Context: an optimization exercise on an open-source flow, tuned for small area, a short achievable clock period and few clock cycles. The choices shown serve that exercise and are no tape-out recipe. In this exercise RTL edits were held to simulation tests only and were not proved equivalent to the original. Power is estimated from default activity; no workload was simulated.

==> flow/design.v <==
module div (
    input wire clk,
    input wire rst_n,
    input wire [32-1:0] dividend_i,
    input wire [32-1:0] divisor_i,
    input wire                       start_i,
    input wire                       ctrl_ready_i,
    input wire [                3:0] op_i,
    output wire [32-1:0] result_o,
    output reg                        busy_o,
    output reg                        valid_o
);
    localparam [1:0] S_IDLE = 2'd0, S_PREP = 2'd1, S_ITER = 2'd2, S_FIN = 2'd3;
    reg  [1:0] state;
    reg [31:0] r;       
    reg [31:0] x;       
    reg [31:0] q;       
    reg  [4:0] cnt;
    reg  [4:0] pa, pb;  
    reg        sa, sb;  
    reg        is_rem;   
    function automatic [4:0] msb32(input [31:0] v);
        reg [7:0] nz;
        reg [1:0] p [0:7];
        reg [2:0] g;
        integer i;
        begin
            for (i = 0; i < 8; i = i + 1) begin
                nz[i]   = |v[4*i+:4];
                p[i][1] = v[4*i+3] | v[4*i+2];
                p[i][0] = v[4*i+3] | (~v[4*i+2] & v[4*i+1]);
            end
            g[2] = |nz[7:4];
            g[1] = g[2] ? (nz[7] | nz[6]) : (nz[3] | nz[2]);
            g[0] = g[2] ? (nz[7] | (~nz[6] & nz[5])) : (nz[3] | (~nz[2] & nz[1]));
            msb32 = {g, p[g]};
        end
    endfunction
    wire        sgn_i = op_i[0] | op_i[2];
    wire        sa_i  = sgn_i & dividend_i[31];
    wire        sb_i  = sgn_i & divisor_i[31];
    wire [31:0] a_m   = dividend_i ^ {32{sa_i}};    
    wire [31:0] b_m   = divisor_i ^ {32{sb_i}};     
    wire        cin = ~sb | (sa & (state == S_PREP));
    wire [32:0] sum;
    wire        cout = sum[32];
    add32 u_add (.a(r), .b(x), .ci(cin), .s(sum));
    wire        prep = (state == S_PREP);
    wire [31:0] inc_in = prep ? r : (is_rem ? (r ^ {32{sa}}) : ~q);
    wire        inc_c  = (prep | is_rem) ? sa : 1'b1;
    wire [31:0] inc_out;
    inc32 u_inc (.a(inc_in), .ci(inc_c), .s(inc_out));
    wire [5:0] kk = {1'b0, pa} - {1'b0, pb};
    wire [4:0] k  = kk[4:0];
    reg  [31:0] x_init;
    always @(*) begin
        x_init = x;
        if (k[0]) x_init = {x_init[30:0], {1{~sb}}};
        if (k[1]) x_init = {x_init[29:0], {2{~sb}}};
        if (k[2]) x_init = {x_init[27:0], {4{~sb}}};
        if (k[3]) x_init = {x_init[23:0], {8{~sb}}};
        if (k[4]) x_init = {x_init[15:0], {16{~sb}}};
    end
    wire bz = ~sb & (&x);                           
    wire lt = ~cout;
    wire early = bz | ((sa & ~sb) ? kk[5] : lt);
    assign result_o = q;
    always @(posedge clk) begin
        if (!rst_n) begin
            state   <= S_IDLE;
            busy_o  <= 1'b0;
            valid_o <= 1'b0;
        end else begin
            case (state)
                S_IDLE: begin
                    if (ctrl_ready_i) begin
                        valid_o <= 1'b0;
                        if (start_i) begin
                            state  <= S_PREP;
                            busy_o <= 1'b1;
                        end
                    end
                end
                S_PREP: begin
                    if (early) begin
                        if (sa & is_rem) begin
                            state <= S_FIN;
                        end else begin
                            state   <= S_IDLE;
                            busy_o  <= 1'b0;
                            valid_o <= 1'b1;
                        end
                    end else begin
                        state <= S_ITER;
                    end
                end
                S_ITER: begin
                    if (cnt == 5'd0) begin
                        if (is_rem | (sa ^ sb)) begin
                            state <= S_FIN;
                        end else begin
                            state   <= S_IDLE;
                            busy_o  <= 1'b0;
                            valid_o <= 1'b1;
                        end
                    end
                end
                default: begin   
                    state   <= S_IDLE;
                    busy_o  <= 1'b0;
                    valid_o <= 1'b1;
                end
            endcase
        end
    end
    always @(posedge clk) begin
        pa <= sa_i ? msb32({~dividend_i[30:0], 1'b1}) : msb32(dividend_i);
        pb <= sb_i ? msb32(~divisor_i | 32'd1) : msb32(divisor_i);
        case (state)
            S_IDLE:  x <= ~b_m;
            S_PREP:  x <= x_init;
            default: x <= {1'b1, x[31:1]};
        endcase
        cnt <= (state == S_PREP) ? k : cnt - 5'd1;
        case (state)
            S_IDLE: begin
                r      <= a_m;
                sa     <= sa_i;
                sb     <= sb_i;
                is_rem <= op_i[2] | op_i[3];
            end
            S_PREP: begin
                r <= inc_out;
                q <= is_rem ? inc_out : {32{bz}};
            end
            S_ITER: begin
                if (cout) r <= sum[31:0];
                q <= {q[30:0], cout};
            end
            default: begin   
                q <= inc_out;
            end
        endcase
    end
endmodule
module add32 (
    input  wire [31:0] a,
    input  wire [31:0] b,
    input  wire        ci,
    output wire [32:0] s
);
    reg [31:0] g [0:5];
    reg [31:0] p [0:5];
    integer l, i;
    always @(*) begin
        g[0] = a & b;
        p[0] = a ^ b;
        g[0][0] = g[0][0] | (p[0][0] & ci);
        for (l = 0; l < 5; l = l + 1) begin
            g[l+1] = g[l];
            p[l+1] = p[l];
            for (i = 0; i < 32; i = i + 1)
                if ((i >> l) & 1) begin
                    g[l+1][i] = g[l][i] | (p[l][i] & g[l][((i >> l) << l) - 1]);
                    p[l+1][i] = p[l][i] & p[l][((i >> l) << l) - 1];
                end
        end
    end
    assign s = {g[5][31], (a ^ b) ^ {g[5][30:0], ci}};
endmodule
module inc32 (
    input  wire [31:0] a,
    input  wire        ci,
    output wire [31:0] s
);
    reg [31:0] t [0:5];
    integer l, i;
    always @(*) begin
        t[0] = a;
        t[0][0] = a[0] & ci;
        for (l = 0; l < 5; l = l + 1) begin
            t[l+1] = t[l];
            for (i = 0; i < 32; i = i + 1)
                if ((i >> l) & 1) t[l+1][i] = t[l][i] & t[l][((i >> l) << l) - 1];
        end
    end
    assign s = a ^ {t[5][30:0], ci};
endmodule
Settings: LEC_CHECK=0, ABC_AREA=1, CAP_MARGIN=20, CORE_MARGIN=2, CORE_UTILIZATION=50, PLACE_DENSITY=0.65, SETUP_SLACK_MARGIN=4.5, SLEW_MARGIN=20; clock period 8.0 ns.
standard.sh (not shown) runs the stock make flow with config.mk's settings and CLKGATE_MAP_FILE= SYNTH_SCRIPT=/design/flow/synth_recipe.tcl, a recipe that flattens the netlist after the stock synthesis.
==> flow/flow/run.sh <==
#!/bin/bash
# The standard layout (the standard.sh, standard synthesis included),
# with the port buffers that ORFS inserts before global placement made
# from sky130_fd_sc_hd__buf_1 instead of the library's pick.
set -euo pipefail
export BUFFER_PORTS_ARGS="-buffer_cell sky130_fd_sc_hd__buf_1"
bash standard.sh > standard.log 2>&1
Testbench counts at the start, summed over its fixed seeds: cycles 63,181.
Then changed:
--- a/flow/design.v
+++ b/flow/design.v
@@ -51,5 +51,5 @@
     wire [31:0] inc_out;
     inc32 u_inc (.a(inc_in), .ci(inc_c), .s(inc_out));
-    wire [5:0] kk = {1'b0, pa} - {1'b0, pb};
+    wire [5:0] kk = {1'b0, pa} + {5'd0, sa} - {1'b0, pb};
     wire [4:0] k  = kk[4:0];
     reg  [31:0] x_init;
@@ -115,6 +115,6 @@
     end
     always @(posedge clk) begin
-        pa <= sa_i ? msb32({~dividend_i[30:0], 1'b1}) : msb32(dividend_i);
-        pb <= sb_i ? msb32(~divisor_i | 32'd1) : msb32(divisor_i);
+        pa <= msb32(a_m);
+        pb <= msb32(b_m | {31'd0, sb_i});
         case (state)
             S_IDLE:  x <= ~b_m;
Non-clock buffer count went up by 14.
Sequential power went down by about 3%.
Register-to-register slack is worse by 0.03 ns.
Utilization went up by 1.1 points.
Wire length went down by about 6.4%.
Power hardly moves.
Hold slack barely changes.
Testbench counts after the change, summed over its fixed seeds: cycles 63,187.

========
== P ==
// div: RTL as listed in full above, without the edits since
clock: 8.0 ns
lec_check: 0
abc_area: 1
cap_margin: 20
core_margin: 2
core_utilization: 50
place_density: 0.65
setup_slack_margin: 4.75
slew_margin: 20
Scripts as last shown in full above: flow/flow/run.sh
Testbench counts of P, summed over its fixed seeds: cycles 63,181.
What Q does differently from P at the input level:
--- a/flow/design.v
+++ b/flow/design.v
@@ -19,6 +19,7 @@
     reg  [4:0] pa, pb;  
     reg        sa, sb;  
     reg        is_rem;   
+    reg        cin;      
     function automatic [4:0] msb32(input [31:0] v);
         reg [7:0] nz;
         reg [1:0] p [0:7];
@@ -41,7 +42,6 @@
     wire        sb_i  = sgn_i & divisor_i[31];
     wire [31:0] a_m   = dividend_i ^ {32{sa_i}};    
     wire [31:0] b_m   = divisor_i ^ {32{sb_i}};     
-    wire        cin = ~sb | (sa & (state == S_PREP));
     wire [32:0] sum;
     wire        cout = sum[32];
     add32 u_add (.a(r), .b(x), .ci(cin), .s(sum));
@@ -50,7 +50,7 @@
     wire        inc_c  = (prep | is_rem) ? sa : 1'b1;
     wire [31:0] inc_out;
     inc32 u_inc (.a(inc_in), .ci(inc_c), .s(inc_out));
-    wire [5:0] kk = {1'b0, pa} - {1'b0, pb};
+    wire [5:0] kk = {1'b0, pa} + {5'd0, sa} - {1'b0, pb};
     wire [4:0] k  = kk[4:0];
     reg  [31:0] x_init;
     always @(*) begin
@@ -114,14 +114,15 @@
         end
     end
     always @(posedge clk) begin
-        pa <= sa_i ? msb32({~dividend_i[30:0], 1'b1}) : msb32(dividend_i);
-        pb <= sb_i ? msb32(~divisor_i | 32'd1) : msb32(divisor_i);
+        pa <= msb32(a_m);
+        pb <= msb32(b_m | {31'd0, sb_i});
         case (state)
             S_IDLE:  x <= ~b_m;
             S_PREP:  x <= x_init;
             default: x <= {1'b1, x[31:1]};
         endcase
         cnt <= (state == S_PREP) ? k : cnt - 5'd1;
+        cin <= (state == S_IDLE) ? (sa_i | ~sb_i) : ~sb;
         case (state)
             S_IDLE: begin
                 r      <= a_m;
Notes after the runs:
- Number of cells upsized or downsized after cts in Q is 10 higher than in P
- From P to Q the numbers moved as follows: final layout net count shows a reduction of about 2.7%; global-route usage shows a reduction of 2.3 points; global-route track usage on met1 shows a reduction of 3.9 points; non-clock inverter count in the final layout shows an increase of 17; via count of the first global-routing pass shows a reduction of 763.
- met3 layer wire length in the routed design for Q: 310 um down relative to P
- Between Q and P, it is Q whose detailed-routing wirelength on met1 is lower, by 1300 um.
- Any difference in number of buffers added to fix hold violations after cts between Q and P is small enough to ignore.
Testbench counts of Q, summed over its fixed seeds: cycles 63,187.

[afterwards: timing with drivers on the ports]
In the flow no input, the clock included, has a driving cell. The finished layouts below were timed again as built, in two steps.
Step 1 assumes that a clkbuf_16 drives the clock port and a buf_2 every other input.
Step 2 adds t to the input delays and takes it off the output delays; t is the mean of the earliest and latest rising clock arrival at the registers after step 1. Input paths then give back, and output paths get back, about the clock's delay inside the block.
Three values: ideal ports, drivers, drivers and shift; two values: the first two.
run | shift t [ns] | setup WS [ns] | hold slack, ns
the first run of note 1 | 0.486 | 4.649 / 4.649 / 4.253 | 0.446 / 0.446 / 0.446
the second run of note 1 | 0.475 | 4.620 / 4.620 / 4.233 | 0.447 / 0.447 / 0.447
P | 0.482 | 4.773 / 4.804 / 4.322 | 0.440 / 0.440 / 0.440
Q | 0.479 | 4.813 / 4.835 / 4.365 | 0.476 / 0.476 / 0.476
After both steps every run listed still meets setup and hold. For P, which loses most, drivers alone change the setup slack by +0.031 ns; drivers and shift together by -0.451 ns.
